Source: an optimization exercise on an open RTL-to-GDS flow (aim: small area). Production flows keep margins and buffers that such runs may drop.
Only simulation tests tie the RTL to the original design; equivalence was not proved.

==> 02-06 <==
==> flow/design.v (excerpt) <==
module Multiplier_Pipeline
#(
    parameter WORD_WIDTH                    = 36,
    parameter CONFIG_ADDR                   = 4000,
    parameter CONFIG_ADDR_WIDTH             = 12,
    parameter THREAD_COUNT                  = 8,
    parameter RAMSTYLE                      = "MLAB"
)
(
    input   wire                            clock,
    input   wire    [CONFIG_ADDR_WIDTH-1:0] config_addr,
    input   wire                            config_signed,  
    input   wire                            config_enable,
    input   wire    [WORD_WIDTH-1:0]        A,
    input   wire                            A_wren,
    input   wire    [WORD_WIDTH-1:0]        B,
    input   wire                            B_wren,
    output  wire    [WORD_WIDTH-1:0]        R_low,
    output  wire    [WORD_WIDTH-1:0]        R_high
);
export LEC_CHECK = 0
export ABC_AREA = 1
export CAP_MARGIN = 20
export CORE_MARGIN = 2
export CORE_UTILIZATION = 60
export CTS_BUF_LIST = sky130_fd_sc_hd__clkbuf_16
export CTS_CLUSTER_DIAMETER = 100
export CTS_CLUSTER_SIZE = 30
export SLEW_MARGIN = 20
export SYNTH_HIERARCHICAL = 1
create_clock -name core_clock -period 8.5 [get_ports {clock}]
run.sh (not shown) runs the stock make flow with config.mk's settings and CLKGATE_MAP_FILE= SYNTH_SCRIPT=/design/flow/synth_recipe.tcl, a recipe that flattens the netlist after the stock synthesis.
==> 08-09 (differences from 02-06) <==
==> flow/flow/run.sh (new file) <==
#!/bin/bash
# The standard layout (standard.sh: standard synthesis and ORFS steps),
# with the smallest buffer (buf_1) on every input and output port instead of
# the one buffer_ports picks by default (passed to ORFS's global placement step
# through BUFFER_PORTS_ARGS). The make output goes to standard.log; ORFS's
# per-step logs stay under orfs/logs/.
set -euo pipefail
export BUFFER_PORTS_ARGS="-buffer_cell sky130_fd_sc_hd__buf_1"
bash standard.sh > standard.log 2>&1
==> flow/standard.sh (new file) <==
#!/bin/bash
# synth_recipe.tcl (not shown) runs the flow's synth.tcl, then flattens the netlist and writes it again
# the make line also repeats each setting of config.mk as NAME=value (left out here)
make -C /OpenROAD-flow-scripts/flow DESIGN_CONFIG=/design/flow/config.mk WORK_HOME=/design/flow/orfs CLKGATE_MAP_FILE= SYNTH_SCRIPT=/design/flow/synth_recipe.tcl "${@:-finish}"
removed: flow/run.sh
==> impl_summary.log <==
[metrics] Critical Path Start: ring_B[7][9]
[metrics] final weighted congestion in routability-driven placement: 1.02
[metrics] DP Worst Slack: 0.990 ns
[metrics] Crit. path cell count: 29
[metrics] total global-route track usage: 35.7%
[metrics] Final Skew: roughly 0.037 ns
[metrics] Worst Min Path Start: ring_B[1][17]
[metrics] number of global-route vias before repair: 31700
[metrics] ant diodes: 2
[metrics] crit-path max cell delay: around 0.63 ns
[metrics] result of the run: timing/DRC/antenna clean
[metrics] met1 WL: approximately 49 mm
[metrics] Peak Freq: between 0.1 and 0.15 GHz
The numbers above come from 08-09.

==> impl_summary.log <==
[metrics] Peak Freq: 0.126 GHz
[metrics] total global-route track usage: 36.0%
[metrics] DP Worst Slack: between 0.7 and 0.8 ns
[metrics] met1 WL: 48.3 mm
[metrics] result of the run: timing/DRC/antenna clean
[metrics] Critical Path Start: ring_B[7][3]
[metrics] number of global-route vias before repair: 32600
[metrics] Worst Min Path Start: ring_B[1][19]
[metrics] Final Skew: 0.0286 ns
The numbers above come from 02-06.


---

==> v22: inputs <==
Multiplier_Pipeline, a different RTL version from the one above (not shown whole).
==> module Multiplier_Generic, before the edit <==
module Multiplier_Generic
#(
    parameter WORD_WIDTH                = 0,
    parameter PIPELINE_DEPTH            = 0
)
(
    input   wire                        clock,
    input   wire                        is_signed,
    input   wire    [WORD_WIDTH-1:0]    A,
    input   wire    [WORD_WIDTH-1:0]    B,
    output  wire    [WORD_WIDTH-1:0]    R_low,
    output  wire    [WORD_WIDTH-1:0]    R_high
);
    localparam OUTPUT_WIDTH = WORD_WIDTH * 2;
    localparam RESULT_ZERO  = {OUTPUT_WIDTH{1'b0}};
    reg [OUTPUT_WIDTH-1:0] result;
    wire signed [WORD_WIDTH:0] A_ext = {is_signed & A[WORD_WIDTH-1], A};
    wire signed [WORD_WIDTH:0] B_ext = {is_signed & B[WORD_WIDTH-1], B};
    wire signed [2*WORD_WIDTH+1:0] product = A_ext * B_ext;
    always @(*) begin
        result = product[OUTPUT_WIDTH-1:0];
    end
    Delay_Line
    #(
        .DEPTH  (PIPELINE_DEPTH),
        .WIDTH  (OUTPUT_WIDTH)
    )
    pipeline_stages
    (
        .clock  (clock),
        .in     (result),
        .out    ({R_high, R_low})
    );
endmodule
==> module Multiplier_Pipeline, before the edit <==
module Multiplier_Pipeline
#(
    parameter WORD_WIDTH                    = 36,
    parameter CONFIG_ADDR                   = 4000,
    parameter CONFIG_ADDR_WIDTH             = 12,
    parameter THREAD_COUNT                  = 8,
    parameter RAMSTYLE                      = "MLAB"
)
(
    input   wire                            clock,
    input   wire    [CONFIG_ADDR_WIDTH-1:0] config_addr,
    input   wire                            config_signed,  
    input   wire                            config_enable,
    input   wire    [WORD_WIDTH-1:0]        A,
    input   wire                            A_wren,
    input   wire    [WORD_WIDTH-1:0]        B,
    input   wire                            B_wren,
    output  wire    [WORD_WIDTH-1:0]        R_low,
    output  wire    [WORD_WIDTH-1:0]        R_high
);
    wire config_write = config_enable & (config_addr == CONFIG_ADDR[CONFIG_ADDR_WIDTH-1:0]);
    reg [WORD_WIDTH-1:0] ring_A [THREAD_COUNT-1:0];
    reg [WORD_WIDTH-1:0] ring_B [THREAD_COUNT-1:0];
    reg                  ring_S [THREAD_COUNT-1:0];
    integer i;
    always @(posedge clock) begin
        ring_A[0] <= ring_A[THREAD_COUNT-1];
        ring_B[0] <= ring_B[THREAD_COUNT-1];
        ring_S[0] <= ring_S[THREAD_COUNT-1];
        ring_A[1] <= A_wren       ? A             : ring_A[0];
        ring_B[1] <= B_wren       ? B             : ring_B[0];
        ring_S[1] <= config_write ? config_signed : ring_S[0];
        for (i = 2; i < THREAD_COUNT; i = i + 1) begin
            ring_A[i] <= ring_A[i-1];
            ring_B[i] <= ring_B[i-1];
            ring_S[i] <= ring_S[i-1];
        end
    end
    Multiplier_Generic
    #(
        .WORD_WIDTH             (WORD_WIDTH),
        .PIPELINE_DEPTH         (0)
    )
    Multiplier
    (
        .clock                  (clock),
        .is_signed              (ring_S[0]),
        .A                      (ring_A[0]),
        .B                      (ring_B[0]),
        .R_low                  (R_low),
        .R_high                 (R_high)
    );
endmodule
Settings: LEC_CHECK=0, CAP_MARGIN=20, CORE_MARGIN=2, CORE_UTILIZATION=40, SLEW_MARGIN=20; clock period 8.5 ns.
Stock flow here: none of the scripts above is used.
==> inputs of v13, as changes to v22 <==
--- a/flow/design.v
+++ b/flow/design.v
@@ -351,11 +351,13 @@
     localparam OUTPUT_WIDTH = WORD_WIDTH * 2;
     localparam RESULT_ZERO  = {OUTPUT_WIDTH{1'b0}};
     reg [OUTPUT_WIDTH-1:0] result;
-    wire signed [WORD_WIDTH:0] A_ext = {is_signed & A[WORD_WIDTH-1], A};
-    wire signed [WORD_WIDTH:0] B_ext = {is_signed & B[WORD_WIDTH-1], B};
-    wire signed [2*WORD_WIDTH+1:0] product = A_ext * B_ext;
     always @(*) begin
-        result = product[OUTPUT_WIDTH-1:0];
+        if (is_signed == 1'b1) begin
+            result = $signed(A) * $signed(B);
+        end
+        else begin
+            result = A * B;
+        end
     end
     Delay_Line
     #(
@@ -390,37 +392,156 @@
     output  wire    [WORD_WIDTH-1:0]        R_low,
     output  wire    [WORD_WIDTH-1:0]        R_high
 );
-    wire config_write = config_enable & (config_addr == CONFIG_ADDR[CONFIG_ADDR_WIDTH-1:0]);
-    reg [WORD_WIDTH-1:0] ring_A [THREAD_COUNT-1:0];
-    reg [WORD_WIDTH-1:0] ring_B [THREAD_COUNT-1:0];
-    reg                  ring_S [THREAD_COUNT-1:0];
-    integer i;
-    always @(posedge clock) begin
-        ring_A[0] <= ring_A[THREAD_COUNT-1];
-        ring_B[0] <= ring_B[THREAD_COUNT-1];
-        ring_S[0] <= ring_S[THREAD_COUNT-1];
-        ring_A[1] <= A_wren       ? A             : ring_A[0];
-        ring_B[1] <= B_wren       ? B             : ring_B[0];
-        ring_S[1] <= config_write ? config_signed : ring_S[0];
-        for (i = 2; i < THREAD_COUNT; i = i + 1) begin
-            ring_A[i] <= ring_A[i-1];
-            ring_B[i] <= ring_B[i-1];
-            ring_S[i] <= ring_S[i-1];
+function integer clog2;
+    input integer value;
+    begin
+        value = value - 1;
+        for (clog2 = 0; value > 0; clog2 = clog2 + 1) begin
+            value = value >> 1;
         end
     end
-    Multiplier_Generic
+endfunction
+    localparam THREAD_COUNT_WIDTH   = clog2(THREAD_COUNT);
+    localparam WORD_ZERO            = {WORD_WIDTH{1'b0}};
+    localparam DELAY_DEPTH          = THREAD_COUNT / 2;      
+    wire config_index;
+    wire config_valid;
+    Memory_Mapper
+    #(
+        .ADDR_WIDTH             (CONFIG_ADDR_WIDTH),
+        .ADDR_BASE              (CONFIG_ADDR),
+        .ADDR_BOUND             (CONFIG_ADDR),
+        .ADDR_WIDTH_LSB         (1),
+        .REGISTERED             (0)              
+    )
+    config_address
+    (
+        .clock                  (clock),         
+        .enable                 (config_enable),
+        .addr                   (config_addr),
+        .addr_translated_lsb    (config_index),
+        .addr_valid             (config_valid)
+    );
+    wire is_signed;
+    RAM_SDP_Multithreaded
+    #(
+        .WORD_WIDTH             (1),
+        .ADDR_WIDTH             (1),
+        .THREAD_DEPTH           (2),
+        .RAMSTYLE               ("logic"),
+        .READ_NEW_DATA          (0),
+        .USE_INIT_FILE          (0),
+        .INIT_FILE              (),
+        .THREAD_COUNT           (THREAD_COUNT),
+        .THREAD_COUNT_WIDTH     (THREAD_COUNT_WIDTH),
+        .INITIAL_THREAD_READ    (THREAD_COUNT-1),
+        .INITIAL_THREAD_WRITE   (0)
+    )
+    config_data
+    (
+        .clock                  (clock),
+        .wren                   (config_valid),
+        .write_addr             (config_index),
+        .write_data             (config_signed),
+        .rden                   (1'b1),
+        .read_addr              (1'b0),
+        .read_data              (is_signed)
+    );
+    wire [WORD_WIDTH-1:0] A_latched;
+    RAM_SDP_Multithreaded
     #(
         .WORD_WIDTH             (WORD_WIDTH),
-        .PIPELINE_DEPTH         (0)
+        .ADDR_WIDTH             (1),
+        .THREAD_DEPTH           (2),
+        .RAMSTYLE               (RAMSTYLE),
+        .READ_NEW_DATA          (0),
+        .USE_INIT_FILE          (0),
+        .INIT_FILE              (),
+        .THREAD_COUNT           (THREAD_COUNT),
+        .THREAD_COUNT_WIDTH     (THREAD_COUNT_WIDTH),
+        .INITIAL_THREAD_READ    (THREAD_COUNT-1),
+        .INITIAL_THREAD_WRITE   (0)
     )
-    Multiplier
+    A_Latch
     (
         .clock                  (clock),
-        .is_signed              (ring_S[0]),
-        .A                      (ring_A[0]),
-        .B                      (ring_B[0]),
-        .R_low                  (R_low),
-        .R_high                 (R_high)
+        .wren                   (A_wren),
+        .write_addr             (1'b0),
+        .write_data             (A),
+        .rden                   (1'b1),
+        .read_addr              (1'b0),
+        .read_data              (A_latched)
+    );
+    wire [WORD_WIDTH-1:0] B_latched;
+    RAM_SDP_Multithreaded
+    #(
+        .WORD_WIDTH             (WORD_WIDTH),
+        .ADDR_WIDTH             (1),
+        .THREAD_DEPTH           (2),
+        .RAMSTYLE               (RAMSTYLE),
+        .READ_NEW_DATA          (0),
+        .USE_INIT_FILE          (0),
+        .INIT_FILE              (),
+        .THREAD_COUNT           (THREAD_COUNT),
+        .THREAD_COUNT_WIDTH     (THREAD_COUNT_WIDTH),
+        .INITIAL_THREAD_READ    (THREAD_COUNT-1),
+        .INITIAL_THREAD_WRITE   (0)
+    )
+    B_Latch
+    (
+        .clock                  (clock),
+        .wren                   (B_wren),
+        .write_addr             (1'b0),
+        .write_data             (B),
+        .rden                   (1'b1),
+        .read_addr              (1'b0),
+        .read_data              (B_latched)
+    );
+    localparam INPUT_LATCH_DELAY = 2;
+    localparam INPUT_DELAY_DEPTH = DELAY_DEPTH - INPUT_LATCH_DELAY;
+    localparam INPUT_DELAY_WIDTH = WORD_WIDTH + WORD_WIDTH + 1;
+    wire [WORD_WIDTH-1:0] A_input;
+    wire [WORD_WIDTH-1:0] B_input;
+    wire                  is_signed_input;
+    Delay_Line
+    #(
+        .DEPTH  (INPUT_DELAY_DEPTH), 
+        .WIDTH  (INPUT_DELAY_WIDTH)
+    ) 
+    input_operands_control
+    (
+        .clock  (clock),
+        .in     ({A_latched, B_latched, is_signed}),
+        .out    ({A_input,   B_input,   is_signed_input})
+    );
+    wire [WORD_WIDTH-1:0] R_low_internal;
+    wire [WORD_WIDTH-1:0] R_high_internal;
+        Multiplier_Generic
+        #(
+            .WORD_WIDTH             (WORD_WIDTH),
+            .PIPELINE_DEPTH         (0)
+        )
+        Multiplier
+        (
+            .clock                  (clock),
+            .is_signed              (is_signed_input),
+            .A                      (A_input),
+            .B                      (B_input),
+            .R_low                  (R_low_internal),
+            .R_high                 (R_high_internal)
+        );
+    localparam OUTPUT_DELAY_DEPTH = DELAY_DEPTH;
+    localparam OUTPUT_DELAY_WIDTH = WORD_WIDTH + WORD_WIDTH;
+    Delay_Line 
+    #(
+        .DEPTH  (OUTPUT_DELAY_DEPTH), 
+        .WIDTH  (OUTPUT_DELAY_WIDTH)
+    ) 
+    output_results
+    (
+        .clock  (clock),
+        .in     ({R_high_internal, R_low_internal}),
+        .out    ({R_high,          R_low})
     );
 endmodule
 function integer clog2;
==> notes.md <==
- Synth Area in Compound Gates: 0.0247
- Setup ws final: -1540 ps
- Syn Std Cell Area: 0.0593 mm²
- CTS sink cnt: roughly 580
- Fail Reasons: negative setup slack
- Post-DP HPWL: approximately 130 mm
- Setup violators final: 55
- Initial antenna violation count: 4
- Yosys top cell area share: 0.483
- Post-route met1 wirelength: 61.8 mm
- GR Util All Layers: 0.224
- Area of the multi-input gates: around 0.044 mm²
- Worst Path Required: 6800 ps
- Status: finished with violations
- Final Cell Area: 0.0745 mm²
Source of the figures above: v22

==> notes.md <==
- Status: complete, no violations
- Final Cell Area: 0.105 mm²
- Synth Area in Compound Gates: 0.0362
- FF-to-FF setup slack: 300 ps
- GR Util All Layers: 0.207
- Post-route met1 wirelength: 109 mm
- Worst path buffer plus inverter count: 4
- Post-DP HPWL: 197 mm
- Top post-synthesis cells by area: fa_1, edfxtp_1, dfxtp_1
- Setup violators final: 0
- GPL Wtd Cong: roughly 0.96
- Setup ws final: approximately 300 ps
- Worst Path Required: around 9000 ps
- Area of the multi-input gates: 0.0580 mm²
Source of the figures above: v13

## afterwards: timing with drivers on the ports
Ports are ideal in the flow. The routed layouts listed here were re-timed in OpenROAD.
Step 1 (the two cells are an assumption about what drives the block):
set clk [get_ports {clock}]
set_driving_cell -lib_cell sky130_fd_sc_hd__clkbuf_16 $clk
set_driving_cell -lib_cell sky130_fd_sc_hd__buf_2 [delete_from_list [all_inputs] $clk]
Step 2 times the ports against the registers' clock, not the clock port: input delays grow and output delays shrink by t, the midpoint of the rising clock arrivals with the driver on.
Slacks: ideal / step 1 / step 2; pairs: ideal / step 1.
run | shift t [ns] | setup slack, ns | hold WS [ns] | slew at the worst register clock pin (ns) | worst slew at a driven data input, ns
02-06 | 0.683 | 0.564 / 0.564 / 0.564 | 0.316 / 0.316 / 0.316 | 0.11 / 0.11 | 0.08
08-09 | 0.710 | 0.762 / 0.762 / 0.762 | 0.288 / 0.288 / 0.288 | 0.11 / 0.11 | 0.07
v22 | 0.654 | -1.540 / -1.605 / -0.951 | 0.286 / 0.286 / 0.286 | 0.07 / 0.07 | 0.07
v13 | 0.835 | 0.305 / 0.305 / 0.305 | 0.263 / 0.263 / 0.263 | 0.08 / 0.08 | 0.15
